Source: an optimization exercise on an open RTL-to-GDS flow (aim: a short achievable clock period and few clock cycles). Production flows keep margins and buffers that such runs may drop.
In this exercise RTL edits were held to simulation tests only and were not proved equivalent to the original.
Power figures rest on the tool's default switching activity, not on a simulated workload.

--- flow/run.sh ---
#!/bin/bash
# synth_recipe.tcl (not shown) runs the flow's synth.tcl, then flattens the netlist and writes it again
# the make line also repeats each setting of config.mk as NAME=value (left out here)
make -C /OpenROAD-flow-scripts/flow DESIGN_CONFIG=/design/flow/config.mk WORK_HOME=/design/flow/orfs CLKGATE_MAP_FILE= SYNTH_SCRIPT=/design/flow/synth_recipe.tcl finish
--- flow/config.mk ---
export PLATFORM = sky130hd
export DESIGN_NAME = mips_singlecycle
export DESIGN_NICKNAME = mips_singlecycle
export VERILOG_FILES = /design/flow/design.v
export SDC_FILE = /design/flow/constraint.sdc
export NUM_CORES = 8
export LEC_CHECK = 0
export ABC_CLOCK_PERIOD_IN_PS = 1000
export CAP_MARGIN = 20
export CORE_MARGIN = 2
export CORE_UTILIZATION = 35
export SETUP_SLACK_MARGIN = 5
export SLEW_MARGIN = 20
export SYNTH_HIERARCHICAL = 1
export SYNTH_MINIMUM_KEEP_SIZE = 0
--- flow/constraint.sdc ---
create_clock -name core_clock -period 10.5 [get_ports {clk}]
set_input_delay 2.1000 -clock core_clock [delete_from_list [all_inputs] [get_ports {clk}]]
set_output_delay 2.1000 -clock core_clock [all_outputs]
set_load 0.01 [all_outputs]
--- flow/design.v ---
`timescale 1ns / 1ps
module rd_dec #(parameter W = 2) (input [W-1:0] s, output [(1<<W)-1:0] o);
    assign o = 1 << s;
endmodule
module rd_or #(parameter N = 4) (input [N-1:0] sel, input [N-1:0] d, output y);
    assign y = |(sel & d);
endmodule
module rd_bit (input [4:0] s, input [31:0] d, output y);
    wire [3:0] lo;
    wire [7:0] hi;
    wire [7:0] grp;
    rd_dec #(2) dlo (s[1:0], lo);
    rd_dec #(3) dhi (s[4:2], hi);
    genvar g;
    generate for (g = 0; g < 8; g = g + 1) begin : grps
        rd_or #(4) m (lo, d[4*g+3:4*g], grp[g]);
    end endgenerate
    rd_or #(8) mo (hi, grp, y);
endmodule
module rd_orn #(parameter N = 4) (input [N-1:0] sel, input [N-1:0] dn, output y);
    assign y = |(sel & ~dn);
endmodule
module rd_port (input [1023:0] r, input [4:0] s, output [31:0] y);
    genvar b, j;
    generate for (b = 0; b < 32; b = b + 1) begin : bits
        wire [31:0] d;
        for (j = 0; j < 32; j = j + 1) begin : dj
            assign d[j] = r[32*j+b];
        end
        rd_bit m (s, d, y[b]);
    end endgenerate
endmodule
module addr_add (input [10:0] a, input [10:0] b, output [8:0] w);
    wire [10:0] s = a + b;
    assign w = s[10:2];
endmodule
module rd_quadn (input [4:0] s, input [127:0] dn, output [3:0] y);
    wire [3:0] lo;
    wire [7:0] hi;
    rd_dec #(2) dlo (s[1:0], lo);
    rd_dec #(3) dhi (s[4:2], hi);
    genvar b, g;
    generate for (b = 0; b < 4; b = b + 1) begin : bits
        wire [7:0] grp;
        for (g = 0; g < 8; g = g + 1) begin : grps
            rd_orn #(4) m (lo, dn[32*b+4*g+3:32*b+4*g], grp[g]);
        end
        rd_or #(8) mo (hi, grp, y[b]);
    end endgenerate
endmodule
`timescale 1ns / 1ps
module mips_singlecycle (
        input clk, rst,
        output [8:0]  imem_addr,
        input  [31:0] imem_rdata,
        output [8:0]  dmem_addr,
        output [31:0] dmem_wdata,
        output        dmem_we,
        input  [31:0] dmem_rdata,
        input  [4:0]  dbg_sel,
        output [31:0] dbg_data
    );
    localparam NF = 32;          
    localparam NB = 5;           
    localparam PFD = 9'd24;      
    reg  [8:0]  pc;
    reg  [8:0]  pf;              
    reg         tm_r;            
    wire [8:0]  pfm1 = pf - 9'd1;
    reg  [31:0] rf [1:31];
    reg         a_wen, b_wen;    
    reg  [4:0]  a_rd, b_rd;
    reg         a_ld, b_ld;      
    reg  [1:0]  a_sel, b_sel;    
    reg         a_sub, b_sub;    
    reg  [31:0] a_x, a_y, b_x, b_y;
    reg  [10:0] m_base, m_imm;   
    reg  [31:0] wd;              
    reg         we;              
    reg         bv;          
    reg         bf;          
    reg         bm;          
    reg         bp;          
    reg  [8:0]  balt;        
    reg  [4:0]  bra, brb;
    reg  [NB-1:0] bent;      
    reg  [NF-1:0] fd_v, fd_c, fd_o, fd_pt;
    reg  [8-NB:0] fd_tag [0:NF-1];
    reg  [10:0]   fd_val [0:NF-1];
    reg  [4:0]    fd_ra  [0:NF-1];
    reg  [4:0]    fd_rb  [0:NF-1];
    reg  [4:0]    fd_rd  [0:NF-1];
    reg  [NF-1:0] fd_wen, fd_ld, fd_st, fd_sub;
    reg  [1:0]    fd_sel [0:NF-1];
    reg           pu_v, pu_t;
    reg  [NB-1:0] pu_e;
    function [31:0] alu(input [31:0] x, input [31:0] y, input [1:0] sel, input sub);
        reg [31:0] yy;
        reg [31:0] s;
        reg        lt;
        begin
            yy = y ^ {32{sub}};
            s  = x + yy + {31'b0, sub};
            lt = (x[31] ^ y[31]) ? x[31] : s[31];
            case (sel)
                2'd0: alu = s;
                2'd1: alu = x & y;
                2'd2: alu = x | y;
                default: alu = {31'b0, lt};
            endcase
        end
    endfunction
    function eqk(input [31:0] x, input [31:0] y, input [1:0] sel, input sub, input ld, input [31:0] k);
        reg [31:0] yy, z, c;
        reg [31:0] s;
        reg        lt;
        begin
            yy = y ^ {32{sub}};
            z  = x ^ yy ^ k;
            c  = {(x[30:0] & yy[30:0]) | ((x[30:0] ^ yy[30:0]) & ~k[30:0]), sub};
            s  = x + yy + {31'b0, sub};
            lt = (x[31] ^ y[31]) ? x[31] : s[31];
            if (ld)
                eqk = dmem_rdata == k;
            else case (sel)
                2'd0: eqk = z == c;
                2'd1: eqk = (x & y) == k;
                2'd2: eqk = (x | y) == k;
                default: eqk = k == {31'b0, lt};
            endcase
        end
    endfunction
    wire [31:0] a_res = a_ld ? dmem_rdata : alu(a_x, a_y, a_sel, a_sub);
    wire [31:0] b_res = b_ld ? dmem_rdata : alu(b_x, b_y, b_sel, b_sub);
    integer i;
    always @(posedge clk or posedge rst) begin
        if (rst) begin
            for (i = 1; i < 32; i = i + 1) rf[i] <= 32'b0;
        end else begin
            for (i = 1; i < 32; i = i + 1)
                if (b_wen && b_rd == i) rf[i] <= b_res;
                else if (a_wen && a_rd == i) rf[i] <= a_res;
        end
    end
    reg         da_wen, db_wen;
    reg  [4:0]  da_rd, db_rd;
    reg  [31:0] da_res, db_res;
    always @(posedge clk or posedge rst) begin
        if (rst) begin
            da_wen <= 1'b0;
            db_wen <= 1'b0;
        end else begin
            da_wen <= a_wen;
            db_wen <= b_wen;
        end
    end
    always @(posedge clk) begin
        da_rd  <= a_rd;
        db_rd  <= b_rd;
        da_res <= a_res;
        db_res <= b_res;
    end
    reg  [31:0] rfn [1:31];
    integer n;
    always @(posedge clk or posedge rst) begin
        if (rst) begin
            for (n = 1; n < 32; n = n + 1) rfn[n] <= 32'hFFFFFFFF;
        end else begin
            for (n = 1; n < 32; n = n + 1)
                if (db_wen && db_rd == n) rfn[n] <= ~db_res;
                else if (da_wen && da_rd == n) rfn[n] <= ~da_res;
        end
    end
    function [31:0] fwd(input [4:0] r, input [31:0] v);
        fwd = (b_wen && b_rd == r) ? b_res : (a_wen && a_rd == r) ? a_res : v;
    endfunction
    wire [1023:0] rflat;
    assign rflat[31:0] = 32'b0;
    genvar gj;
    generate for (gj = 1; gj < 32; gj = gj + 1) begin : rfl
        assign rflat[32*gj+31:32*gj] = rf[gj];
    end endgenerate
    wire [31:0] ka    = bm ? 32'b0 : b_x;         
    wire [31:0] kb    = bm ? 32'b0 : b_y;
    wire        ra_b  = b_wen && b_rd == bra;
    wire        ra_a  = !ra_b && a_wen && a_rd == bra;
    wire        rb_b  = b_wen && b_rd == brb;
    wire        rb_a  = !rb_b && a_wen && a_rd == brb;
    reg         b_eq;
    always @(*) begin
        if (!bf)        b_eq = a_x == a_y;
        else if (ra_b)  b_eq = eqk(b_x, b_y, b_sel, b_sub, b_ld, kb);
        else if (ra_a)  b_eq = eqk(a_x, a_y, a_sel, a_sub, a_ld, kb);
        else if (rb_b)  b_eq = eqk(b_x, b_y, b_sel, b_sub, b_ld, ka);
        else if (rb_a)  b_eq = eqk(a_x, a_y, a_sel, a_sub, a_ld, ka);
        else            b_eq = ka == kb;
    end
    wire        mp    = bv && (b_eq != bp);
    wire [31:0] ins = imem_rdata;
    wire [5:0]  op  = ins[31:26];
    wire [4:0]  i_rs = ins[25:21];
    wire [4:0]  i_rt = ins[20:16];
    wire [4:0]  i_rd = ins[15:11];
    wire [5:0]  fn   = ins[5:0];
    wire i_r    = (op == 6'h00);
    wire i_lw   = (op == 6'h23);
    wire i_sw   = (op == 6'h2B);
    wire i_beq  = (op == 6'h04);
    wire i_j    = (op == 6'h02);
    wire [4:0]  i_xrd  = i_r ? i_rd : i_rt;
    wire        i_wen  = (i_r && i_rd != 5'd0) || (i_lw && i_rt != 5'd0);
    wire [1:0]  i_sel  = fn[3] ? 2'd3 : fn[2] ? (fn[0] ? 2'd2 : 2'd1) : 2'd0;
    wire [8:0]  pc1   = pc + 9'd1;
    wire [8:0]  pc2   = pc + 9'd2;
    wire [8:0]  pc3   = pc + 9'd3;
    wire [8:0]  pcm1  = pc - 9'd1;
    wire [NB-1:0] i1 = pc[NB-1:0];
    wire [NB-1:0] i2 = pc1[NB-1:0];
    wire [NB-1:0] i0 = pcm1[NB-1:0];
    wire [NF-1:0] r2_v, r2_o, r2_c, r2_pt, r3_v, r3_o, r3_c;
    wire [NF-1:0] r0_v, r0_o, r0_w, r0_l, r0_s, r0_u;
    wire [8-NB:0] r2_tag [0:NF-1];
    wire [8:0]    r2_tgt [0:NF-1];
    wire [4:0]    r2_ra  [0:NF-1];
    wire [4:0]    r2_rb  [0:NF-1];
    wire [8-NB:0] r3_tag [0:NF-1];
    wire [8:0]    r3_tgt [0:NF-1];
    wire [8-NB:0] r0_tag [0:NF-1];
    wire [4:0]    r0_ra  [0:NF-1];
    wire [4:0]    r0_rb  [0:NF-1];
    wire [4:0]    r0_rd  [0:NF-1];
    wire [1:0]    r0_sel [0:NF-1];
    wire [10:0]   r0_val [0:NF-1];
    genvar gk;
    generate for (gk = 0; gk < NF; gk = gk + 1) begin : rot
        assign r2_v[gk]   = fd_v[(gk+1)%NF];
        assign r2_o[gk]   = fd_o[(gk+1)%NF];
        assign r2_c[gk]   = fd_c[(gk+1)%NF];
        assign r2_pt[gk]  = fd_pt[(gk+1)%NF];
        assign r2_tag[gk] = fd_tag[(gk+1)%NF];
        assign r2_tgt[gk] = fd_val[(gk+1)%NF][8:0];
        assign r2_ra[gk]  = fd_ra[(gk+1)%NF];
        assign r2_rb[gk]  = fd_rb[(gk+1)%NF];
        assign r3_v[gk]   = fd_v[(gk+2)%NF];
        assign r3_o[gk]   = fd_o[(gk+2)%NF];
        assign r3_c[gk]   = fd_c[(gk+2)%NF];
        assign r3_tag[gk] = fd_tag[(gk+2)%NF];
        assign r3_tgt[gk] = fd_val[(gk+2)%NF][8:0];
        assign r0_v[gk]   = fd_v[(gk+NF-1)%NF];
        assign r0_o[gk]   = fd_o[(gk+NF-1)%NF];
        assign r0_w[gk]   = fd_wen[(gk+NF-1)%NF];
        assign r0_l[gk]   = fd_ld[(gk+NF-1)%NF];
        assign r0_s[gk]   = fd_st[(gk+NF-1)%NF];
        assign r0_u[gk]   = fd_sub[(gk+NF-1)%NF];
        assign r0_tag[gk] = fd_tag[(gk+NF-1)%NF];
        assign r0_ra[gk]  = fd_ra[(gk+NF-1)%NF];
        assign r0_rb[gk]  = fd_rb[(gk+NF-1)%NF];
        assign r0_rd[gk]  = fd_rd[(gk+NF-1)%NF];
        assign r0_sel[gk] = fd_sel[(gk+NF-1)%NF];
        assign r0_val[gk] = fd_val[(gk+NF-1)%NF];
    end endgenerate
    wire        h0    = r0_v[i1] && r0_tag[i1] == pcm1[8:NB];
    wire        h2o   = r2_v[i1] && r2_o[i1] && r2_tag[i1] == pc1[8:NB];
    wire        h3o   = r3_v[i1] && r3_o[i1] && r3_tag[i1] == pc2[8:NB];
    wire        h1    = fd_v[i1] && fd_tag[i1] == pc[8:NB];
    wire        h1c   = fd_c[i1];
    wire        h1o   = fd_o[i1];
    wire        h1p   = fd_pt[i1];
    wire [8:0]  h1t   = fd_val[i1][8:0];
    wire [4:0]  h1a   = fd_ra[i1];
    wire [4:0]  h1b   = fd_rb[i1];
    wire [4:0]  h1d   = fd_rd[i1];
    wire        h1w   = fd_wen[i1];
    wire        h1l   = fd_ld[i1];
    wire        h1s   = fd_st[i1];
    wire        h1u   = fd_sub[i1];
    wire [1:0]  h1sel = fd_sel[i1];
    wire [10:0] h1i   = fd_val[i1];
    wire [NB-1:0] h1e = i1;
    wire        h2    = r2_v[i1] && !r2_o[i1] && r2_tag[i1] == pc1[8:NB];
    wire        h2c   = h2 && r2_c[i1];
    wire        h2p   = r2_pt[i1];
    wire [8:0]  h2t   = r2_tgt[i1];
    wire [4:0]  h2a   = r2_ra[i1];
    wire [4:0]  h2b   = r2_rb[i1];
    wire [NB-1:0] h2e = i2;
    wire        h3    = r3_v[i1] && !r3_o[i1] && !r3_c[i1] && r3_tag[i1] == pc2[8:NB];
    wire [8:0]  h3t   = r3_tgt[i1];
    wire        h2u   = h2 && !h2c;
    wire [8:0]  f_nt  = h2u ? h2t : pc2;          
    wire [8:0]  f_nt2 = h3 ? h3t : pc3;           
    wire        tm    = tm_r;
    wire [8:0]  pfd   = pf - pc;                  
    wire        pf_ok = pfd != 9'd0 && !pfd[8];
    wire        pf_go = tm && pf_ok && pfd <= PFD;
    wire [8:0]  ia    = pf_go ? pf : pc;
    wire [4:0]  rs    = tm ? r0_ra[i1]  : i_rs;
    wire [4:0]  rt    = tm ? r0_rb[i1]  : i_rt;
    wire [4:0]  x_rd  = tm ? r0_rd[i1]  : i_xrd;
    wire        x_wen = tm ? r0_w[i1]   : i_wen;
    wire        x_ld  = tm ? r0_l[i1]   : i_lw;
    wire        x_st  = tm ? r0_s[i1]   : i_sw;
    wire        x_sub = tm ? r0_u[i1]   : fn[1];
    wire [1:0]  x_sel = tm ? r0_sel[i1] : i_sel;
    wire [10:0] x_imm = tm ? r0_val[i1] : ins[10:0];
    wire        x_mem = x_ld || x_st;
    wire [31:0] rs_rf, rt_rf;
    rd_port prs (rflat, rs, rs_rf);
    rd_port prt (rflat, rt, rt_rf);
    wire [31:0] rs_v  = fwd(rs, rs_rf);
    wire [31:0] rt_v  = fwd(rt, rt_rf);
    wire [8:0]  btgt  = pc1 + ins[8:0];
    wire        b_nop = !tm && i_beq && ins[15:0] == 16'd0;      
    wire        b_alw = !tm && i_beq && i_rs == i_rt && !b_nop;  
    wire        b_cnd = !tm && i_beq && i_rs != i_rt && !b_nop;  
    wire        redir = !tm && (i_j || b_alw);
    wire [8:0]  r_tgt = i_j ? ins[8:0] : btgt;
    wire [31:0] ya_rf, yb_rf;
    rd_port pya (rflat, h1a, ya_rf);
    rd_port pyb (rflat, h1b, yb_rf);
    wire [31:0] ya_v  = fwd(h1a, ya_rf);
    wire [31:0] yb_v  = fwd(h1b, yb_rf);
    wire        y_dep = x_wen && (x_rd == h1a || x_rd == h1b);
    wire        nofold = redir || b_cnd;
    wire        use_u = h1 && !h1c && !h1o && !redir;
    wire        use_c = h1 && h1c && !nofold;
    wire        use_o = h1 && h1o && !nofold && !y_dep && !(x_mem && (h1l || h1s));
    wire        h2a_k = h2a == 5'd0 || (x_wen && x_rd == h2a) || (h1w && h1d == h2a);
    wire        h2b_k = h2b == 5'd0 || (x_wen && x_rd == h2b) || (h1w && h1d == h2b);
    wire        h2a_w = h2a != 5'd0;              
    wire        h2b_w = h2b != 5'd0;
    wire        use_c2 = h2c && h2a_k && h2b_k && !(h2a_w && h2b_w);
    wire [8:0]  pf1   = pf + 9'd1;
    wire [8:0]  ia1   = pf_go ? pf1 : pc1;
    wire [8:0]  iam1  = pf_go ? pfm1 : pcm1;
    wire [NB-1:0] il  = iam1[NB-1:0];
    wire        hp    = r0_v[pf[NB-1:0]] && r0_tag[pf[NB-1:0]] == pfm1[8:NB];
    wire        known = pf_go ? hp : h0;
    wire        l_bnop = i_beq && ins[15:0] == 16'd0;
    wire        l_balw = i_beq && i_rs == i_rt && !l_bnop;
    wire        l_bcnd = i_beq && i_rs != i_rt && !l_bnop;
    wire [8:0]  pf_bt  = pf1 + ins[8:0];
    wire [8:0]  l_btgt = pf_go ? pf_bt : btgt;
    wire        l_unc = i_j || l_balw || l_bnop || (i_r && i_rd == 5'd0) || (i_lw && i_rt == 5'd0);
    wire        l_op  = !l_unc && (i_r || i_lw || i_sw);
    wire        learn = (l_unc || l_bcnd || l_op) && !known && (pf_go || !tm);
    function tgt_o(input [8:0] t);
        reg [NB-1:0] lo;
        reg [8-NB:0] hi;
        begin
            lo = t[NB-1:0] - 1'b1;                
            hi = t[8:NB] - 1'b1;
            tgt_o = r0_v[t[NB-1:0]] && r0_o[t[NB-1:0]] &&
                    r0_tag[t[NB-1:0]] == (t[NB-1:0] == 0 ? hi : t[8:NB]) &&
                    !(learn && il == lo);
        end
    endfunction
    wire        o_h1t = tgt_o(h1t);
    wire        o_h2t = tgt_o(h2t);
    wire        o_h3t = tgt_o(h3t);
    wire        o_rtg = tgt_o(r_tgt);
    wire        o_alt = tgt_o(balt);
    wire        o_pc1 = h1 && h1o && !(learn && il == pc[NB-1:0]);
    wire        o_pc2 = h2o && !(learn && il == pc1[NB-1:0]);
    wire        o_pc3 = h3o && !(learn && il == pc2[NB-1:0]);
    reg  [8:0]  pc_n;
    reg         tm_n;        
    always @(*) begin
        tm_n = 1'b0;
        if (mp)                 begin pc_n = balt; tm_n = o_alt; end
        else if (redir)         begin pc_n = r_tgt; tm_n = o_rtg; end
        else if (use_u)         begin pc_n = h1t; tm_n = o_h1t; end
        else if (use_c)         begin pc_n = h1p ? h1t : f_nt;
                                      tm_n = h1p ? o_h1t : h2u ? o_h2t : o_pc2; end
        else if (use_o)         begin pc_n = use_c2 ? (h2p ? h2t : f_nt2) : h2c ? pc2 : f_nt;
                                      tm_n = use_c2 ? (h2p ? o_h2t : h3 ? o_h3t : o_pc3) :
                                             h2c ? 1'b0 : h2u ? o_h2t : o_pc2; end
        else                    begin pc_n = pc1; tm_n = o_pc1; end
    end
    always @(posedge clk or posedge rst) begin
        if (rst) begin
            fd_v   <= {NF{1'b0}};
        end else begin
            if (pu_v) fd_pt[pu_e] <= pu_t;
            if (learn) begin
                fd_v[il]   <= 1'b1;
                fd_c[il]   <= l_bcnd;
                fd_o[il]   <= l_op;
                fd_pt[il]  <= 1'b0;
                fd_tag[il] <= iam1[8:NB];
            end
        end
    end
    always @(posedge clk) begin
        if (learn) begin
            fd_val[il] <= l_op ? ins[10:0] : {2'b0, i_j ? ins[8:0] : (l_balw || l_bcnd) ? l_btgt : ia1};
            fd_ra[il]  <= i_rs;
            fd_rb[il]  <= i_rt;
            fd_rd[il]  <= i_xrd;
            fd_wen[il] <= i_wen;
            fd_ld[il]  <= i_lw;
            fd_st[il]  <= i_sw;
            fd_sub[il] <= fn[1];
            fd_sel[il] <= i_sel;
        end
    end
    wire [8:0]  pf_jt = i_j ? ins[8:0] : pf_bt;
    wire [8:0]  pf_jd = pf_jt - pf;
    wire        pf_fj = (i_j || l_balw) && pf_jd != 9'd0 && !pf_jd[8];
    always @(posedge clk or posedge rst) begin
        if (rst)         pf <= 9'd1;
        else if (!pf_ok) pf <= pc1;
        else if (pf_go)  pf <= pf_fj ? pf_jt : pf1;
    end
    always @(posedge clk or posedge rst) begin
        if (rst) pu_v <= 1'b0;
        else     pu_v <= bv && bf;
    end
    always @(posedge clk) begin
        pu_t <= b_eq;
        pu_e <= bent;
    end
    always @(posedge clk or posedge rst) begin
        if (rst) tm_r <= 1'b0;
        else     tm_r <= tm_n;
    end
    always @(posedge clk or posedge rst) begin
        if (rst) begin
            pc    <= 9'd0;
            a_wen <= 1'b0;
            b_wen <= 1'b0;
            we    <= 1'b0;
            bv    <= 1'b0;
        end else begin
            pc    <= pc_n;
            a_wen <= !mp && x_wen;
            b_wen <= !mp && use_o && h1w;
            we    <= !mp && (x_st || (use_o && h1s));
            bv    <= !mp && (b_cnd || use_c || (use_o && use_c2));
        end
    end
    always @(posedge clk) begin
        a_rd  <= x_rd;
        a_ld  <= x_ld;
        a_sub <= x_sub;
        a_sel <= x_sel;
        a_x   <= rs_v;
        a_y   <= rt_v;
        b_rd  <= h1d;
        b_ld  <= h1l;
        b_sub <= h1u;
        b_sel <= h1sel;
        b_x   <= ya_v;
        b_y   <= yb_v;
        m_base <= x_mem ? rs_v[10:0] : ya_v[10:0];
        m_imm  <= x_mem ? x_imm : h1i;
        wd    <= x_mem ? rt_v : yb_v;
        bf    <= !b_cnd;
        bm    <= !use_c;
        bp    <= b_cnd ? 1'b0 : use_c ? h1p : h2p;
        balt  <= b_cnd ? btgt : use_c ? (h1p ? f_nt : h1t) : (h2p ? f_nt2 : h2t);
        bra   <= use_c ? h1a : h2a;
        brb   <= use_c ? h1b : h2b;
        bent  <= use_c ? h1e : h2e;
    end
    assign imem_addr  = ia;
    addr_add madd (m_base, m_imm, dmem_addr);
    assign dmem_wdata = wd;
    assign dmem_we    = we;
    genvar gb, gr;
    generate for (gb = 0; gb < 8; gb = gb + 1) begin : dbg
        wire [127:0] d;
        for (gr = 0; gr < 128; gr = gr + 1) begin : r
            if (gr % 32 == 0) begin : z
                assign d[gr] = 1'b1;
            end else begin : v
                assign d[gr] = rfn[gr % 32][4*gb + gr / 32];
            end
        end
        rd_quadn m (dbg_sel, d, dbg_data[4*gb+3:4*gb]);
    end endgenerate
endmodule
==> results of run 1 <==
path summary, 6_finish.rpt:
check / startpoint / end / cells past startpoint
worst max-delay path: pc[4] / tm_r / 19
worst min-delay path: bent[3] / pu_e[3] / 0
worst max register to register: pc[4] / tm_r / 19
worst min register to register: bent[3] / pu_e[3] / 0
max in group asynchronous: rst / rfn[8][18] / 7
min in group asynchronous: rst / pc[1] / 4
Yosys stat by module, one instance, submodules excluded, a selection:
module | flip-flops and latches | times used | area [um^2] | cells inside
addr_add | 0 | 1 | 365.4 | 45
mips_singlecycle | 3597 | 1 | 205400 | 20261
routing by layer:
layer	track usage (%)	wire length (um)	vias up
li1	-	-	104749
met3	18.17	238200	6894
met5	3.207	3712	-
met1	49.93	566000	132053
met2	54.14	606800	24339
met4	29.54	149900	135
flip-flops by register name, summed over array words and instances, names as in the netlist, 64 cells and up:
name,cells
fd_rd,160
rf,992
fd_rb,160
rfn,992
fd_sel,64
fd_tag,128
fd_ra,160
fd_val,352
power by group through the flow:
stage / clock (uW) / combinational [uW] / sequential, uW
after floorplan: 0 / 38700 / 22000
after CTS: 15900 / 66100 / 24800
after detailed placement: 0 / 60100 / 25100
after global routing: 16400 / 74900 / 25600
after global placement: 0 / 59700 / 25100
final: 15900 / 73500 / 25500
cell type report:
| type | instances | area [um^2] | share of cell area [%] |
|---|---|---|---|
| clock buffer | 557 | 11850 | 3.797 |
| multi-input combinational | 20920 | 158200 | 50.70 |
| timing repair buffer | 2149 | 27070 | 8.673 |
| antenna | 339 | 848.3 | 0.2718 |
| timing repair inverter | 24 | 420.4 | 0.1347 |
| sequential | 3597 | 96050 | 30.77 |
| inverter | 690 | 2940 | 0.9420 |
| clock inverter | 231 | 2723 | 0.8723 |
| tap | 9577 | 11980 | 3.839 |
through the flow:
| stage | cells | setup slack, ps |
|---|---|---|
| 2_1_floorplan | 27248 | -26220 |
| 3_3_place_gp | 35823 | 1968 |
| 3_5_place_dp | 35824 | 1911 |
| 4_1_cts | 37378 | 4164 |
| 5_1_grt | 37960 | 4058 |
| 6_report | 38084 | 3976 |
worst max-delay path, delay by kind of cell (launching register included):
kind / cells / cell delay [ps]
xor+xnor: 1 / 150
simple gates: 5 / 1760
compound gates: 7 / 2320
flops: 1 / 550
buf+inv: 6 / 1520
logic make-up (layout without fill, tap and decap cells):
kind of cell / Yosys count / in the layout / synth area share (%)
simple gates: 8590 / 8630 / 17.42
fa+ha+maj: 363 / 363 / 2.177
xor+xnor: 678 / 678 / 2.365
buf+inv: 2776 / 3651 / 4.285
compound gates: 9019 / 9021 / 24.99
flops: 3597 / 3597 / 37.96
other cells: 2 / 499 / 0.002971
mux: 2065 / 2068 / 10.80
placed cells by master, fill, tap and decap left out, types with 108 or more instances in the layout:
cell type  count
xnor2_1      283
a22oi_2      626
nor3_1       259
buf_12       319
nor3b_1      407
mux2_2      1162
and3b_2      409
buf_6        250
nor2_1      1571
a22o_1       262
clkbuf_16    483
a21oi_1     1306
conb_1       160
ha_1         204
a221oi_1     213
o22ai_1      201
nand3_1      244
nand2b_1     771
o211ai_1     955
a22oi_1     2611
mux4_2       411
nor2b_1      117
mux2i_1      424
dfrtp_1     1038
diode_2      339
o21ai_0     1520
buf_16       179
dfxtp_1      272
buf_4       1110
o2111ai_2    235
nand2_1     2964
xor2_1       367
inv_1        601
a31oi_1      108
and3_2       137
dfstp_2      993
nor2_4       157
edfxtp_1    1248
fa_1         128
nand4_1      381
repair_timing:
action,in CTS,in global routing
setup buffers,570,302
endpoints found under the setup margin,2305,1660
gates cloned,196,59
resized for setup,1959,1514
hold buffers,0,0
hold endpoints to repair,0,0
pin swaps,437,669
==> metrics.md, run 1 <==
| Metric | Value |
|---|---|
| Library cells used by synthesis | 121 |
| Leakage | 0.1173 uW |
| Final hold viol count | 0 |
| Slew headroom | 10.63% |
| Reg2reg setup slack | 3980 ps |
| I/O pin count | 154 |
| CTS tree | done |
| Num Clock Sinks | 3597 |
| Clock share of power | 13.9% |
| Post-synth EDFFs | 1248 |
| Inserted Clock Buffers | 419 |
| Die W | 853.9 um |
| Worst-skew pair later-pin latency | 1230 ps |
| Least-Margin Pin Slew | 1333 ps |
| Clock transition at the registers of the reported paths | 70 ps |
| Placed Area | 268900 um^2 |
| Logic pwr share | 64.0% |
| Syn Area/Cell | 9.333 um^2 |
| Clk root buf | clkbuf_16 |
| Cell Rows | 312 |
| Cells after Synth | 27090 |
| Post-synthesis sequential area ratio | 37.96% |
| Initial DRC Count | 49485 |
| Slew Viols, Final | 0 |
| Critical path type | reg2reg |
| Async S/R FF share, synth | 56.77% |
| Synth top area share | 14.82% |
| Slowest stage delay, CP | 610 ps |
| Crit-path most repeated cell | buf_4 |
| Period utilisation layout | 62.13% |
| DRC violations left | 0 |
| Grt total ovfl | 0 |
| RePlAce Congestion | 1.043 |
| RSZ-0062 raised after global routing | yes |
| Gr usage total | 40.21% |
| Clock skew | 169.0 ps |
| Worst-path fanout max | 22 |
| Routed len/inst | 41.08 um |
| HPWL after DPL | 910.2 mm |
| Critical path arrival | 7580 ps |
| Vias in the first global route | 240726 |
| Vias post-DR | 268170 |
| Setup_tns | 0 ps |
| Fin Hold WS | 323.7 ps |
| Vias per Instance | 7.042 |
| Clock Path Buffers | 4 |
| Most common cell in the netlist | a22oi_1 |
| Synthesized area | 252800 um^2 |
| Yosys reg bits | 3597 |
| Initial antenna violation count | 176 |
| Routed WL | 1565 mm |
| Net Sw Power | 60550 uW |
| Status | timing/DRC/antenna clean |
| Area leader, netlist | edfxtp_1 |
| Largest net degree at the start of global routing | 167 |
| Peak VDD IR | 0.4842 mV |
| Top FF cell, synth | edfxtp_1 |
| Max-capacitance violation count | 0 |
| Cell Chain, Critical Path | inv_12, buf_4, buf_6, nand2_1, o21ai_0, nor3_4, buf_4, buf_4, a31oi_1, xor2_1, nor4_1, a31oi_2, a2111oi_4, buf_6, o21ai_2, or4_4, o311ai_4, nand3b_1, a41oi_2 |
| Initial DRT Pass Iterations | 15 |
| Finished Core Util | 43.31% |
| CP required | 11560 ps |
| Final min period | 6524 ps |
| Hold Path Class | reg2reg |
| P per Cell Area | 368.2 nW/um^2 |
| Final Setup Violations | 0 |
| Die area | 729200 um^2 |
| Slowest cell on crit path | nand2_1 |
| Max Clock Freq | 0.1533 GHz |
| H-tree levels | 5 |
| Starting Density | 35.08% |
| Sequential power share | 22.2% |
| Layout net count | 28235 |
| Top post-synthesis cells by area | edfxtp_1 15%, dfrtp_1 10%, dfstp_2 10%, a22oi_1 9.6%, mux2_2 5.3% |
| Power, Total | 114900 uW |
| Layout cells sized above 1 | 29.70% |
| CP Launch Type | register |
| Switching Share | 52.70% |
| Die height | 853.9 um |
| Post-route ant nets | 0 |
| Layout area overhead | 23.46% |
| Number of port buffers | 153 |
| Fin area | 312100 um^2 |
| Core Area | 720600 um^2 |
| Fillcell total | 68583 |
| CP endpoint kind | register |
| First-pass GRT wire length | 2068 mm |
| Ys Warns | 10 |
| Int Power | 54360 uW |
| Synth top cells by count | 3237 x a22oi_1, 3069 x nand2_1, 1798 x nor2_1, 1689 x clkbuf_1, 1629 x o21ai_0 |
Testbench counts, summed over its fixed seeds: cycles 98,478.
==> run 2: changes to the inputs <==
--- a/flow/design.v
+++ b/flow/design.v
@@ -60,12 +60,13 @@
         input  [4:0]  dbg_sel,
         output [31:0] dbg_data
     );
-    localparam NF = 32;          
-    localparam NB = 5;           
-    localparam PFD = 9'd24;      
+    localparam NF = 64;          
+    localparam NB = 6;           
+    localparam PFD = 9'd48;      
     reg  [8:0]  pc;
     reg  [8:0]  pf;              
     reg         tm_r;            
+    reg         dok_r;           
     wire [8:0]  pfm1 = pf - 9'd1;
     reg  [31:0] rf [1:31];
     reg         a_wen, b_wen;    
@@ -74,9 +75,13 @@
     reg  [1:0]  a_sel, b_sel;    
     reg         a_sub, b_sub;    
     reg  [31:0] a_x, a_y, b_x, b_y;
-    reg  [10:0] m_base, m_imm;   
-    reg  [31:0] wd;              
-    reg         we;              
+    reg  [10:0] l_base, l_imm;
+    reg         s_v;             
+    reg  [10:0] s_base, s_imm;
+    reg  [31:0] s_data;
+    reg         sb_v;
+    reg  [8:0]  sb_a;
+    reg  [31:0] sb_d;
     reg         bv;          
     reg         bf;          
     reg         bm;          
@@ -121,7 +126,7 @@
             s  = x + yy + {31'b0, sub};
             lt = (x[31] ^ y[31]) ? x[31] : s[31];
             if (ld)
-                eqk = dmem_rdata == k;
+                eqk = ld_fb ? sb_d == k : dmem_rdata == k;
             else case (sel)
                 2'd0: eqk = z == c;
                 2'd1: eqk = (x & y) == k;
@@ -130,8 +135,36 @@
             endcase
         end
     endfunction
-    wire [31:0] a_res = a_ld ? dmem_rdata : alu(a_x, a_y, a_sel, a_sub);
-    wire [31:0] b_res = b_ld ? dmem_rdata : alu(b_x, b_y, b_sel, b_sub);
+    wire [8:0]  l_addr, s_addr;
+    addr_add ladd (l_base, l_imm, l_addr);
+    addr_add sadd (s_base, s_imm, s_addr);
+    wire        has_ld = a_ld || b_ld;
+    function addr_eq(input [10:0] a, input [10:0] b, input [8:0] k);
+        reg [10:0] kk, z, c;
+        reg [1:0]  lo;
+        begin
+            lo = a[1:0] + b[1:0];                
+            kk = {k, lo};
+            z  = a ^ b ^ kk;
+            c  = {(a[9:0] & b[9:0]) | ((a[9:0] ^ b[9:0]) & ~kk[9:0]), 1'b0};
+            addr_eq = z[10:2] == c[10:2];
+        end
+    endfunction
+    wire        ld_fb   = sb_v && addr_eq(l_base, l_imm, sb_a);
+    wire [31:0] ld_data = ld_fb ? sb_d : dmem_rdata;
+    wire        sb_vn  = has_ld ? (sb_v || s_v) : (sb_v && s_v);
+    always @(posedge clk or posedge rst) begin
+        if (rst) sb_v <= 1'b0;
+        else     sb_v <= sb_vn;
+    end
+    always @(posedge clk) begin
+        if (s_v && (has_ld || sb_v)) begin
+            sb_a <= s_addr;
+            sb_d <= s_data;
+        end
+    end
+    wire [31:0] a_res = a_ld ? ld_data : alu(a_x, a_y, a_sel, a_sub);
+    wire [31:0] b_res = b_ld ? ld_data : alu(b_x, b_y, b_sel, b_sub);
     integer i;
     always @(posedge clk or posedge rst) begin
         if (rst) begin
@@ -259,10 +292,20 @@
         assign r0_sel[gk] = fd_sel[(gk+NF-1)%NF];
         assign r0_val[gk] = fd_val[(gk+NF-1)%NF];
     end endgenerate
-    wire        h0    = r0_v[i1] && r0_tag[i1] == pcm1[8:NB];
-    wire        h2o   = r2_v[i1] && r2_o[i1] && r2_tag[i1] == pc1[8:NB];
-    wire        h3o   = r3_v[i1] && r3_o[i1] && r3_tag[i1] == pc2[8:NB];
-    wire        h1    = fd_v[i1] && fd_tag[i1] == pc[8:NB];
+    wire [8-NB:0] ph  = pc[8:NB];
+    wire [8-NB:0] php = ph + 1'b1;
+    wire [8-NB:0] phm = ph - 1'b1;
+    wire [NF-1:0] m0, m1, m2, m3;
+    generate for (gk = 0; gk < NF; gk = gk + 1) begin : tagm
+        assign m0[gk] = r0_v[gk] && r0_tag[gk] == (gk == 0 ? phm : ph);
+        assign m1[gk] = fd_v[gk] && fd_tag[gk] == ph;
+        assign m2[gk] = r2_v[gk] && r2_tag[gk] == (gk == NF-1 ? php : ph);
+        assign m3[gk] = r3_v[gk] && r3_tag[gk] == (gk >= NF-2 ? php : ph);
+    end endgenerate
+    wire        h0    = m0[i1];
+    wire        h2o   = m2[i1] && r2_o[i1];
+    wire        h3o   = m3[i1] && r3_o[i1];
+    wire        h1    = m1[i1];
     wire        h1c   = fd_c[i1];
     wire        h1o   = fd_o[i1];
     wire        h1p   = fd_pt[i1];
@@ -277,14 +320,14 @@
     wire [1:0]  h1sel = fd_sel[i1];
     wire [10:0] h1i   = fd_val[i1];
     wire [NB-1:0] h1e = i1;
-    wire        h2    = r2_v[i1] && !r2_o[i1] && r2_tag[i1] == pc1[8:NB];
+    wire        h2    = m2[i1] && !r2_o[i1];
     wire        h2c   = h2 && r2_c[i1];
     wire        h2p   = r2_pt[i1];
     wire [8:0]  h2t   = r2_tgt[i1];
     wire [4:0]  h2a   = r2_ra[i1];
     wire [4:0]  h2b   = r2_rb[i1];
     wire [NB-1:0] h2e = i2;
-    wire        h3    = r3_v[i1] && !r3_o[i1] && !r3_c[i1] && r3_tag[i1] == pc2[8:NB];
+    wire        h3    = m3[i1] && !r3_o[i1] && !r3_c[i1];
     wire [8:0]  h3t   = r3_tgt[i1];
     wire        h2u   = h2 && !h2c;
     wire [8:0]  f_nt  = h2u ? h2t : pc2;          
@@ -292,7 +335,7 @@
     wire        tm    = tm_r;
     wire [8:0]  pfd   = pf - pc;                  
     wire        pf_ok = pfd != 9'd0 && !pfd[8];
-    wire        pf_go = tm && pf_ok && pfd <= PFD;
+    wire        pf_go = tm && dok_r;               
     wire [8:0]  ia    = pf_go ? pf : pc;
     wire [4:0]  rs    = tm ? r0_ra[i1]  : i_rs;
     wire [4:0]  rt    = tm ? r0_rb[i1]  : i_rt;
@@ -324,7 +367,8 @@
     wire        nofold = redir || b_cnd;
     wire        use_u = h1 && !h1c && !h1o && !redir;
     wire        use_c = h1 && h1c && !nofold;
-    wire        use_o = h1 && h1o && !nofold && !y_dep && !(x_mem && (h1l || h1s));
+    wire        m_ok  = !(x_mem && (h1l || h1s)) || (x_ld && h1s && !sb_vn);
+    wire        use_o = h1 && h1o && !nofold && !y_dep && m_ok;
     wire        h2a_k = h2a == 5'd0 || (x_wen && x_rd == h2a) || (h1w && h1d == h2a);
     wire        h2b_k = h2b == 5'd0 || (x_wen && x_rd == h2b) || (h1w && h1d == h2b);
     wire        h2a_w = h2a != 5'd0;              
@@ -343,7 +387,10 @@
     wire [8:0]  l_btgt = pf_go ? pf_bt : btgt;
     wire        l_unc = i_j || l_balw || l_bnop || (i_r && i_rd == 5'd0) || (i_lw && i_rt == 5'd0);
     wire        l_op  = !l_unc && (i_r || i_lw || i_sw);
-    wire        learn = (l_unc || l_bcnd || l_op) && !known && (pf_go || !tm);
+    wire        pf_col = (pfm1[NB-1:0] == pc[NB-1:0]  && pfm1 != pc)  ||
+                         (pfm1[NB-1:0] == pc1[NB-1:0] && pfm1 != pc1) ||
+                         (pfm1[NB-1:0] == pc2[NB-1:0] && pfm1 != pc2);
+    wire        learn = (l_unc || l_bcnd || l_op) && !known && (pf_go ? !pf_col : !tm);
     function tgt_o(input [8:0] t);
         reg [NB-1:0] lo;
         reg [8-NB:0] hi;
@@ -358,17 +405,16 @@
     wire        o_h1t = tgt_o(h1t);
     wire        o_h2t = tgt_o(h2t);
     wire        o_h3t = tgt_o(h3t);
-    wire        o_rtg = tgt_o(r_tgt);
     wire        o_alt = tgt_o(balt);
-    wire        o_pc1 = h1 && h1o && !(learn && il == pc[NB-1:0]);
-    wire        o_pc2 = h2o && !(learn && il == pc1[NB-1:0]);
-    wire        o_pc3 = h3o && !(learn && il == pc2[NB-1:0]);
+    wire        o_pc1 = h1 && h1o;
+    wire        o_pc2 = h2o;
+    wire        o_pc3 = h3o;
     reg  [8:0]  pc_n;
     reg         tm_n;        
     always @(*) begin
         tm_n = 1'b0;
         if (mp)                 begin pc_n = balt; tm_n = o_alt; end
-        else if (redir)         begin pc_n = r_tgt; tm_n = o_rtg; end
+        else if (redir)         pc_n = r_tgt;
         else if (use_u)         begin pc_n = h1t; tm_n = o_h1t; end
         else if (use_c)         begin pc_n = h1p ? h1t : f_nt;
                                       tm_n = h1p ? o_h1t : h2u ? o_h2t : o_pc2; end
@@ -408,6 +454,10 @@
     wire [8:0]  pf_jd = pf_jt - pf;
     wire        pf_fj = (i_j || l_balw) && pf_jd != 9'd0 && !pf_jd[8];
     always @(posedge clk or posedge rst) begin
+        if (rst) dok_r <= 1'b0;
+        else     dok_r <= pf_ok && pfd <= PFD + 9'd2;
+    end
+    always @(posedge clk or posedge rst) begin
         if (rst)         pf <= 9'd1;
         else if (!pf_ok) pf <= pc1;
         else if (pf_go)  pf <= pf_fj ? pf_jt : pf1;
@@ -429,32 +479,36 @@
             pc    <= 9'd0;
             a_wen <= 1'b0;
             b_wen <= 1'b0;
-            we    <= 1'b0;
+            s_v   <= 1'b0;
+            a_ld  <= 1'b0;
+            b_ld  <= 1'b0;
             bv    <= 1'b0;
         end else begin
             pc    <= pc_n;
             a_wen <= !mp && x_wen;
             b_wen <= !mp && use_o && h1w;
-            we    <= !mp && (x_st || (use_o && h1s));
+            s_v   <= !mp && (x_st || (use_o && h1s));
+            a_ld  <= !mp && x_ld;
+            b_ld  <= !mp && use_o && h1l;
             bv    <= !mp && (b_cnd || use_c || (use_o && use_c2));
         end
     end
     always @(posedge clk) begin
         a_rd  <= x_rd;
-        a_ld  <= x_ld;
         a_sub <= x_sub;
         a_sel <= x_sel;
         a_x   <= rs_v;
         a_y   <= rt_v;
         b_rd  <= h1d;
-        b_ld  <= h1l;
         b_sub <= h1u;
         b_sel <= h1sel;
         b_x   <= ya_v;
         b_y   <= yb_v;
-        m_base <= x_mem ? rs_v[10:0] : ya_v[10:0];
-        m_imm  <= x_mem ? x_imm : h1i;
-        wd    <= x_mem ? rt_v : yb_v;
+        l_base <= x_ld ? rs_v[10:0] : ya_v[10:0];
+        l_imm  <= x_ld ? x_imm : h1i;
+        s_base <= x_st ? rs_v[10:0] : ya_v[10:0];
+        s_imm  <= x_st ? x_imm : h1i;
+        s_data <= x_st ? rt_v : yb_v;
         bf    <= !b_cnd;
         bm    <= !use_c;
         bp    <= b_cnd ? 1'b0 : use_c ? h1p : h2p;
@@ -464,9 +518,9 @@
         bent  <= use_c ? h1e : h2e;
     end
     assign imem_addr  = ia;
-    addr_add madd (m_base, m_imm, dmem_addr);
-    assign dmem_wdata = wd;
-    assign dmem_we    = we;
+    assign dmem_addr  = has_ld ? l_addr : sb_v ? sb_a : s_addr;
+    assign dmem_wdata = sb_v ? sb_d : s_data;
+    assign dmem_we    = !has_ld && (sb_v || s_v);
     genvar gb, gr;
     generate for (gb = 0; gb < 8; gb = gb + 1) begin : dbg
         wire [127:0] d;
--- a/flow/config.mk
+++ b/flow/config.mk
@@ -6,10 +6,10 @@
 export NUM_CORES = 8
 export LEC_CHECK = 0
 export ABC_CLOCK_PERIOD_IN_PS = 1000
-export CAP_MARGIN = 20
+export CAP_MARGIN = 30
 export CORE_MARGIN = 2
 export CORE_UTILIZATION = 35
-export SETUP_SLACK_MARGIN = 5
+export SETUP_SLACK_MARGIN = 4.5
 export SLEW_MARGIN = 20
 export SYNTH_HIERARCHICAL = 1
 export SYNTH_MINIMUM_KEEP_SIZE = 0
==> run 2 against run 1 <==
- still clean
- clock-buffer cell count grew 257
- design area is 22% higher
- die area is 26% higher
- clock skew fell by 34 ps
- sequential share of layout area increased by 4.5 points
- register-to-register slack got worse by 540 ps
- via count grew 21%
- final cell count is 20% higher
- critical endpoint unchanged
- largest cell class unchanged
- highest routed layer unchanged
==> metrics.md, run 2 <==
| Metric | Value |
|---|---|
| Status | timing/DRC/antenna clean |
| Adder-Cell Fraction of Synth Area | 1.778% (-0.40 points) |
| Layout net count | 33091 (+17%) |
| Critical path arrival | 8050 ps (+470 ps) |
| RePlAce Congestion | 1.067 (+2.3%) |
| Post-route ant nets | 0 (unchanged) |
| Gr usage total | 41.86% (+1.6 points) |
| Number of port buffers | 153 (unchanged) |
| Simple-Gate Fraction of Synth Area | 15.81% (-1.6 points) |
| Worst-path fanout max | 23 (+4.5%) |
| Routed WL | 2054 mm (+31%) |
| Library cells used by synthesis | 126 (+4.1%) |
| Starting Density | 35.13% (+0.052 points) |
| Die height | 959.3 um (+12%) |
| Xor/xnor share of the synthesized area | 2.531% (+0.17 points) |
| Vias post-DR | 325253 (+21%) |
| Synthesized area | 319400 um^2 (+26%) |
| P per Cell Area | 406.5 nW/um^2 (+10%) |
| HPWL after DPL | 1294 mm (+42%) |
| Final hold viol count | 0 (unchanged) |
| Grt total ovfl | 0 (unchanged) |
| CP Launch Type | register |
| Initial antenna violation count | 200 (+14%) |
| Max-capacitance violation count | 0 (unchanged) |
| Num Clock Sinks | 4880 (+36%) |
| Top delay family on crit path | compound AO/OA/AOI/OAI gates |
| Clock transition at the registers of the reported paths | 60 ps (about the same) |
| Crit path from | pc[1] |
| Synth top area share | 23.25% (+8.4 points) |
| Slew headroom | 21.38% (+11 points) |
| Synth top cells by count | 4321 x a22oi_1, 3533 x nand2_1, 2473 x edfxtp_1, 1981 x nor2_1, 1826 x o21ai_0 |
| Largest net degree at the start of global routing | 185 (+11%) |
| HP Start | bent[1] |
| Clock skew | 135.2 ps (-33.79 ps) |
| Syn Area/Cell | 10.06 um^2 (+7.8%) |
| Initial DRC Count | 59759 (+21%) |
| Top flop regs | rf (992), rfn (992), fd_val (704) |
| Routed len/inst | 45.00 um (+9.5%) |
| Most common cell after layout, fill and taps aside | a22oi_1 |
| Clk root buf | clkbuf_16 |
| CP endpoint kind | register |
| Vias per Instance | 7.126 (+1.2%) |
| Reg-to-Reg Start | pc[1] |
| Setup_tns | 0 ps (unchanged) |
| Finished Core Util | 41.88% (-1.4 points) |
| Slew Viols, Final | 0 (unchanged) |
| Top post-synthesis cells by area | edfxtp_1 23%, a22oi_1 10%, dfrtp_1 8.5%, dfstp_2 8.2%, mux4_2 6.6% |
| Worst-skew pair later-pin latency | 1180 ps (-50 ps) |
| Ys Warns | 10 (unchanged) |
| Cell Rows | 350 (+12%) |
| Final min period | 7061 ps (+537.7 ps) |
| Die area | 920300 um^2 (+26%) |
| CTS tree | done |
| Core Area | 909100 um^2 (+26%) |
| Top FF cell, synth | edfxtp_1 |
| Yosys reg bits | 4880 (+36%) |
| RSZ-0062 raised after global routing | yes |
| Area leader, netlist | edfxtp_1 |
| Synth Area in Compound Gates | 21.94% (-3.0 points) |
| Least-Margin Pin Slew | 1171 ps (-161.9 ps) |
| Crit-path most repeated cell | buf_4 |
| Buf+Inv Stages, Crit Path | 9 (+3) |
| Cells after Synth | 31764 (+17%) |
| Post-synthesis sequential area ratio | 41.98% (+4.0 points) |
| Clock Path Buffers | 5 (+1) |
| Final Setup Violations | 0 (unchanged) |
| Leakage | 0.1399 uW (+19%) |
| Slowest stage delay, CP | 560 ps (-50 ps) |
| First-pass GRT wire length | 2670 mm (+29%) |
| Vias in the first global route | 293560 (+22%) |
| Period utilisation layout | 67.25% (+5.1 points) |
| Post-synth EDFFs | 2473 (+98%) |
| Layout cells sized above 1 | 26.37% (-3.3 points) |
| Commonest cells after routing, fill and taps aside | 4044 x a22oi_1, 3454 x nand2_1, 2473 x edfxtp_1 |
| Largest family of logic cells by synthesized area | compound AO/OA/AOI/OAI gates |
| I/O pin count | 154 (unchanged) |
| Most common cell in the netlist | a22oi_1 |
| Slowest cell on crit path | dfrtp_4 |
| DRC violations left | 0 (unchanged) |
| Async S/R FF share, synth | 42.58% (-14 points) |
| Hold Path Class | reg2reg |
| Layout area overhead | 19.21% |
| Die W | 959.3 um (+12%) |
| Max Clock Freq | 0.1416 GHz (-7.6%) |
| CTS hold repair buffers | 0 (unchanged) |
| H-tree levels | 6 (+1) |
| Inserted Clock Buffers | 614 (+47%) |
| Critical path type | reg2reg |
| Peak VDD IR | 0.6343 mV (+31%) |
| Initial DRT Pass Iterations | 12 (-3) |
| Mux cell area share after synthesis | 12.26% (+1.5 points) |
| CP required | 11490 ps (-70 ps) |
| Power, Total | 154800 uW (+35%) |
==> run 2: cell count changes after synthesis, moves of 130 or more <==
cell	delta
a221oi_1	-130
o21ai_0	+197
nand2_1	+464
mux4_2	+518
xnor2_1	+253
a22oi_1	+1084
nand3_1	+154
and3_1	+136
buf_1	+130
edfxtp_1	+1225
nor2_1	+183
nand4_1	+235
==> run 2: final timing paths <==
| check | cells after the start | to | slack (ps) |
|---|---|---|---|
| setup / recovery | 28 | tm_r | 3440 |
| hold / removal | 0 | pu_e[1] | 310 |
| setup reg to reg | 28 | tm_r | 3440 |
| hold reg to reg | 0 | pu_e[1] | 310 |
| max in group asynchronous | 6 | rfn[2][18] | 5830 |
| min in group asynchronous | 2 | fd_v[31] | 1800 |
==> run 2: layer usage <==
layer / up-vias / GRT usage [%] / part of all wire (%)
met5: - / 1.136 / 0.10
met4: 101 / 31.05 / 9.6
met3: 8154 / 17.08 / 14
met2: 29864 / 57.82 / 40
met1: 162686 / 52.13 / 36
li1: 124448 / - / -
==> run 2: power by group <==
part	leakage, uW	switching (uW)	internal [uW]
Sequential	0.0494	5670	26000
Clock	0.00958	9280	12300
Combinational	0.0810	67800	33800
Total	0.140	82700	72100
==> run 2: through the flow <==
stage	cell area, um^2	std cells	hold slack, ps	worst slack [ps]
global placement	341400	43228	311.4	1407
finish	380800	45641	312.3	3439
floorplan	320000	31922	309.6	-26580
detailed placement	343100	43329	314.3	1583
CTS	371100	44864	271.1	4010
global route	380400	45479	301.1	3602
==> run 2: worst reg2reg max path: cells and delay by family, from the launching register on <==
family / cells / cell delay (ps)
AOI/OAI and AO/OA: 8 / 2050
and+or+nand+nor: 8 / 1770
adders and majority gates: 2 / 410
DFF: 1 / 560
buffers and inverters: 9 / 1990
xor gates and xnor gates: 1 / 190
==> run 2: final cells by class <==
cell class	count	area, um^2
multi-input combinational	24083	182000
antenna	398	996.0
timing repair buffer	2343	25650
clock buffer	814	16900
timing repair inverter	13	232.7
sequential	4880	134200
tap	12144	15190
inverter	714	3014
fill	86917	528300
clock inverter	252	2611
==> run 2: cells by family (layout without fill, tap and decap cells) <==
| kind of cell | after synthesis | in the layout |
|---|---|---|
| mux | 2597 | 2603 |
| xor+xnor | 923 | 923 |
| fa+ha+maj | 372 | 372 |
| compound gates | 10048 | 10050 |
| simple gates | 9941 | 9975 |
| other cells | 2 | 558 |
| buf+inv | 3001 | 4136 |
| flops | 4880 | 4880 |
==> run 2: modules after synthesis (local to each module, per instance), a selection <==
module | flops+latches | copies in the design | cell area [um^2]
addr_add | 0 | 2 | 365.4
mips_singlecycle | 4880 | 1 | 271600
==> run 2: timing repair <==
item / 4_1_cts / 5_1_grt
resized for setup: 894 / 974
pin swaps: 208 / 227
endpoints found under the hold margin: 0 / 0
setup endpoints to repair: 3648 / 2972
gates cloned: 52 / 73
buffers inserted: 417 / 230
Testbench counts of run 2, summed over its fixed seeds: cycles 94,134.
==> run 3: changes to the inputs <==
--- a/flow/design.v
+++ b/flow/design.v
@@ -165,14 +165,19 @@
     end
     wire [31:0] a_res = a_ld ? ld_data : alu(a_x, a_y, a_sel, a_sub);
     wire [31:0] b_res = b_ld ? ld_data : alu(b_x, b_y, b_sel, b_sub);
+    reg  [31:1] rv;
     integer i;
+    always @(posedge clk) begin
+        for (i = 1; i < 32; i = i + 1)
+            if (b_wen && b_rd == i) rf[i] <= b_res;
+            else if (a_wen && a_rd == i) rf[i] <= a_res;
+    end
     always @(posedge clk or posedge rst) begin
         if (rst) begin
-            for (i = 1; i < 32; i = i + 1) rf[i] <= 32'b0;
+            rv <= 31'b0;
         end else begin
             for (i = 1; i < 32; i = i + 1)
-                if (b_wen && b_rd == i) rf[i] <= b_res;
-                else if (a_wen && a_rd == i) rf[i] <= a_res;
+                if ((b_wen && b_rd == i) || (a_wen && a_rd == i)) rv[i] <= 1'b1;
         end
     end
     reg         da_wen, db_wen;
@@ -194,14 +199,19 @@
         db_res <= b_res;
     end
     reg  [31:0] rfn [1:31];
+    reg  [31:1] dv;              
     integer n;
+    always @(posedge clk) begin
+        for (n = 1; n < 32; n = n + 1)
+            if (db_wen && db_rd == n) rfn[n] <= ~db_res;
+            else if (da_wen && da_rd == n) rfn[n] <= ~da_res;
+    end
     always @(posedge clk or posedge rst) begin
         if (rst) begin
-            for (n = 1; n < 32; n = n + 1) rfn[n] <= 32'hFFFFFFFF;
+            dv <= 31'b0;
         end else begin
             for (n = 1; n < 32; n = n + 1)
-                if (db_wen && db_rd == n) rfn[n] <= ~db_res;
-                else if (da_wen && da_rd == n) rfn[n] <= ~da_res;
+                if ((db_wen && db_rd == n) || (da_wen && da_rd == n)) dv[n] <= 1'b1;
         end
     end
     function [31:0] fwd(input [4:0] r, input [31:0] v);
@@ -211,7 +221,7 @@
     assign rflat[31:0] = 32'b0;
     genvar gj;
     generate for (gj = 1; gj < 32; gj = gj + 1) begin : rfl
-        assign rflat[32*gj+31:32*gj] = rf[gj];
+        assign rflat[32*gj+31:32*gj] = rf[gj] & {32{rv[gj]}};
     end endgenerate
     wire [31:0] ka    = bm ? 32'b0 : b_x;         
     wire [31:0] kb    = bm ? 32'b0 : b_y;
@@ -404,7 +414,7 @@
     endfunction
     wire        o_h1t = tgt_o(h1t);
     wire        o_h2t = tgt_o(h2t);
-    wire        o_h3t = tgt_o(h3t);
+    wire        o_h3t = 1'b0;                  
     wire        o_alt = tgt_o(balt);
     wire        o_pc1 = h1 && h1o;
     wire        o_pc2 = h2o;
@@ -528,7 +538,7 @@
             if (gr % 32 == 0) begin : z
                 assign d[gr] = 1'b1;
             end else begin : v
-                assign d[gr] = rfn[gr % 32][4*gb + gr / 32];
+                assign d[gr] = rfn[gr % 32][4*gb + gr / 32] | !dv[gr % 32];
             end
         end
         rd_quadn m (dbg_sel, d, dbg_data[4*gb+3:4*gb]);
==> run 3 against run 2 <==
- now fails the layout checks on antenna rules
- final cell count decreased by 2.9%
- sequential power decreased by 15%
- critical endpoint unchanged
- highest routed layer unchanged
- die area increased by 0.46%
- largest power group unchanged
- critical path depth decreased by 5
==> metrics.md, run 3 <==
| Metric | Value |
|---|---|
| Clock Path Buffers | 4 (-1) |
| Initial DRC Count | 63088 (+5.6%) |
| Clock skew | 113.6 ps (-21.63 ps) |
| Clock transition at the registers of the reported paths | 60 ps (about the same) |
| Gr usage total | 43.05% (+1.2 points) |
| Num Clock Sinks | 4942 (+1.3%) |
| RSZ-0062 raised after global routing | yes |
| Status | failed layout checks |
| Hold Path Class | reg2reg |
| First-pass GRT wire length | 2716 mm (+1.7%) |
| Inserted Clock Buffers | 590 (-3.9%) |
| Placed cell count | 41875 (-3.4%) |
| Violated Checks | antenna rules |
| Critical path type | reg2reg |
| Grt total ovfl | 0 (unchanged) |
| Yosys reg bits | 4942 (+1.3%) |
| Final hold viol count | 0 (unchanged) |
| Routed len/inst | 47.68 um (+5.9%) |
| Power, Total | 133300 uW (-14%) |
| Cell Rows | 351 (+0.29%) |
| Most common cell in the netlist | edfxtp_1 |
| Final Instance Count excl. Fillers | 44324 (-2.9%) |
| Layout net count | 31512 (-4.8%) |
| Slowest cell on crit path | dfrtp_4 |
| Cell Chain, Critical Path | buf_4, and3b_1, buf_4, and3_1, a2111oi_2, nand4_1, nor4_4, buf_4, nand2_2, a32o_1, buf_4, a22oi_2, buf_4, buf_4, nand3_1, o31ai_2, nand3_1, nor4_4, buf_4, a211oi_2, xnor2_1, o311a_1, o41ai_2 |
| Pre-CTS setup slack | 1606 ps (+23.33 ps) |
| H-tree levels | 6 (unchanged) |
| P per Cell Area | 347.1 nW/um^2 (-15%) |
| I/O pin count | 154 (unchanged) |
| Worst-path fanout max | 18 (-22%) |
| Layout cells sized above 1 | 21.63% (-4.7 points) |
| Top delay family on crit path | simple AND/OR/NAND/NOR gates |
| Post-synthesis sequential area ratio | 44.98% (+3.0 points) |
| Post-synth EDFFs | 4457 (+80%) |
| Ys Warns | 10 (unchanged) |
| Vias in the first global route | 287008 (-2.2%) |
| Slew headroom | 16.23% (-5.1 points) |
| Starting Density | 35.13% (about the same) |
| Core Area | 913500 um^2 (+0.48%) |
| Crit-path most repeated cell | buf_4 |
| Least-Margin Pin Slew | 1257 ps (+85.04 ps) |
| Die height | 961.5 um (+0.23%) |
| Syn Area/Cell | 10.67 um^2 (+6.1%) |
| Period utilisation layout | 67.17% (-0.083 points) |
| Synth top area share | 41.71% (+18 points) |
| Fin Hold WS | 330.0 ps (+17.75 ps) |
| CP required | 11610 ps (+120 ps) |
| Library cells used by synthesis | 126 (unchanged) |
| HPWL after DPL | 1323 mm (+2.2%) |
| Routed WL | 2113 mm (+2.9%) |
| Clk root buf | clkbuf_16 |
| Async S/R FF share, synth | 3.157% (-39 points) |
| Most common cell after layout, fill and taps aside | edfxtp_1 |
| Top flop regs | rf (992), rfn (992), fd_val (704) |
| Final min period | 7053 ps (-8.670 ps) |
| Top post-synthesis cells by area | edfxtp_1 42%, a22oi_1 10%, mux4_2 6.5%, mux2i_1 4.4%, nand2b_1 3.7% |
| Initial DRT Pass Iterations | 17 (+5) |
| DRC violations left | 0 (unchanged) |
| Worst-skew pair later-pin latency | 1270 ps (+90 ps) |
| Die area | 924500 um^2 (+0.46%) |
| Slew Viols, Final | 0 (unchanged) |
| Die W | 961.5 um (+0.23%) |
| Area leader, netlist | edfxtp_1 |
| Layout area overhead | 19.65% |
| Initial antenna violation count | 278 (+39%) |
| Setup_tns | 0 ps (unchanged) |
| Vias post-DR | 318988 (-1.9%) |
| Max Clock Freq | 0.1418 GHz (+0.12%) |
| Cells after Synth | 30081 (-5.3%) |
| Top FF cell, synth | edfxtp_1 |
| RePlAce Congestion | 1.095 (+2.6%) |
| Leakage | 0.1350 uW (-3.5%) |
| Setup WS post-layout | 3447 ps (+8.670 ps) |
| Slowest stage delay, CP | 640 ps (+80 ps) |
| Max-capacitance violation count | 0 (unchanged) |
| Commonest cells after routing, fill and taps aside | 4457 x edfxtp_1, 4014 x a22oi_1, 2381 x nand2_1 |
| Critical path arrival | 8160 ps (+110 ps) |
| Final Setup Violations | 0 (unchanged) |
| Number of port buffers | 153 (unchanged) |
| CP endpoint kind | register |
| Buf+Inv Stages, Crit Path | 7 (-2) |
| Synth top cells by count | 4457 x edfxtp_1, 4331 x a22oi_1, 2420 x nand2_1, 1905 x nor2_1, 1890 x nand2b_1 |
| CTS tree | done |
| Vias per Instance | 7.197 (+0.99%) |
| Synthesized area | 320900 um^2 (+0.46%) |
| CTS hold repair buffers | 0 (unchanged) |
| CP Launch Type | register |
| Largest net degree at the start of global routing | 154 (-17%) |
| Post-route ant nets | 3 (+3) |
| Peak VDD IR | 0.4606 mV (-27%) |
-- run 3: through the flow --
| step | cell area (um^2) | util, % |
|---|---|---|
| floorplan | 322300 | - |
| global placement | 344700 | 37.74 |
| detailed placement | 346400 | 37.92 |
| CTS | 375400 | 41.09 |
| global route | 383100 | 41.93 |
| finish | 383900 | 42.03 |
-- run 3: power breakdown --
| group | total, uW | internal, uW | switching, uW |
|---|---|---|---|
| sequential | 27000 | 24400 | 2570 |
| clock | 21700 | 12000 | 9690 |
| combinational | 84600 | 26400 | 58200 |
| total | 133000 | 62800 | 70500 |
-- run 3: kinds of logic (layout without fill, tap and decap cells) --
family / after synthesis / after routing / share of synthesized area [%]
flops: 4942 / 4942 / 44.98
compound gates: 7973 / 7975 / 17.84
buf+inv: 2700 / 4002 / 3.309
fa+ha+maj: 367 / 367 / 1.751
simple gates: 10670 / 10697 / 18.08
mux: 2522 / 2526 / 11.56
xor+xnor: 905 / 905 / 2.475
other cells: 2 / 732 / 0.002340
-- run 3: metal layers --
metal / GRT usage [%] / routed length [um] / vias up
met3: 18.34 / 317400 / 9613
met2: 59.16 / 835700 / 33289
met4: 35.94 / 230400 / 123
li1: - / - / 118686
met1: 51.71 / 727600 / 157277
met5: 1.963 / 2179 / -
-- run 3: worst paths after layout --
kind,start,endpoint,slack [ps],depth (start not counted)
max,pc[4],tm_r,3450,23
min,bent[1],pu_e[1],330,0
max reg2reg,pc[4],tm_r,3450,23
min reg2reg,bent[1],pu_e[1],330,0
max in group asynchronous,rst,dv[20],7190,5
min in group asynchronous,rst,fd_v[26],1490,3
-- run 3: worst register-to-register path: cells and delay by family, from the launching register on --
| family | cells | cell delay (ps) |
|---|---|---|
| DFF | 1 | 640 |
| AOI/OAI and AO/OA | 7 | 2120 |
| buffers and inverters | 7 | 1630 |
| xor gates and xnor gates | 1 | 210 |
| and+or+nand+nor | 8 | 2320 |
-- run 3: Yosys stat by module, one instance, submodules excluded, a selection --
| module | flops+latches | cells inside | times used |
|---|---|---|---|
| addr_add | 0 | 49 | 2 |
| mips_singlecycle | 4942 | 23199 | 1 |
-- run 3: what timing repair did --
action	4_1_cts	5_1_grt
gates cloned	76	50
setup buffers	396	230
resized for setup	976	871
pin swaps	193	266
setup endpoints to repair	3453	1657
-- run 3: area by class of cell --
type / count / area (um^2)
Antenna cell: 572 / 1431
Inverter: 646 / 2689
Tap cell: 12178 / 15240
Fill cell: 86538 / 529500
Multi-Input combinational cell: 22630 / 175500
Timing Repair Buffer: 2249 / 24520
Clock buffer: 756 / 16010
Clock inverter: 335 / 3797
Sequential cell: 4942 / 144500
Timing Repair inverter: 16 / 234.0
Testbench counts of run 3, summed over its fixed seeds: cycles 95,641.

==> afterwards: timing with drivers on the ports <==
The flow's constraints put no driver on any port. The routed layouts listed below were extracted and timed again, unchanged, in two steps.
Step 1 sets driving cells, clkbuf_16 on the clock port and buf_2 on the other inputs (assumed; they add their load-dependent delay and slew).
Step 2 times the ports against the registers' clock, not the clock port: input delays grow and output delays shrink by t, the midpoint of the rising clock arrivals with the driver on.
a / b / c = no drivers / after step 1 / after step 2; a / b = the first two.
run	t, ns	setup WS [ns]	clock arrival spread, ns
run 1	1.272	3.976 / 3.976 / 3.128	0.178 / 0.179
run 2	1.280	3.439 / 3.439 / 3.063	0.143 / 0.143
run 3	1.369	3.447 / 3.447 / 2.780	0.116 / 0.116
For run 1, which loses most, drivers alone change the setup slack by 0.000 ns; drivers and shift together by -0.848 ns.
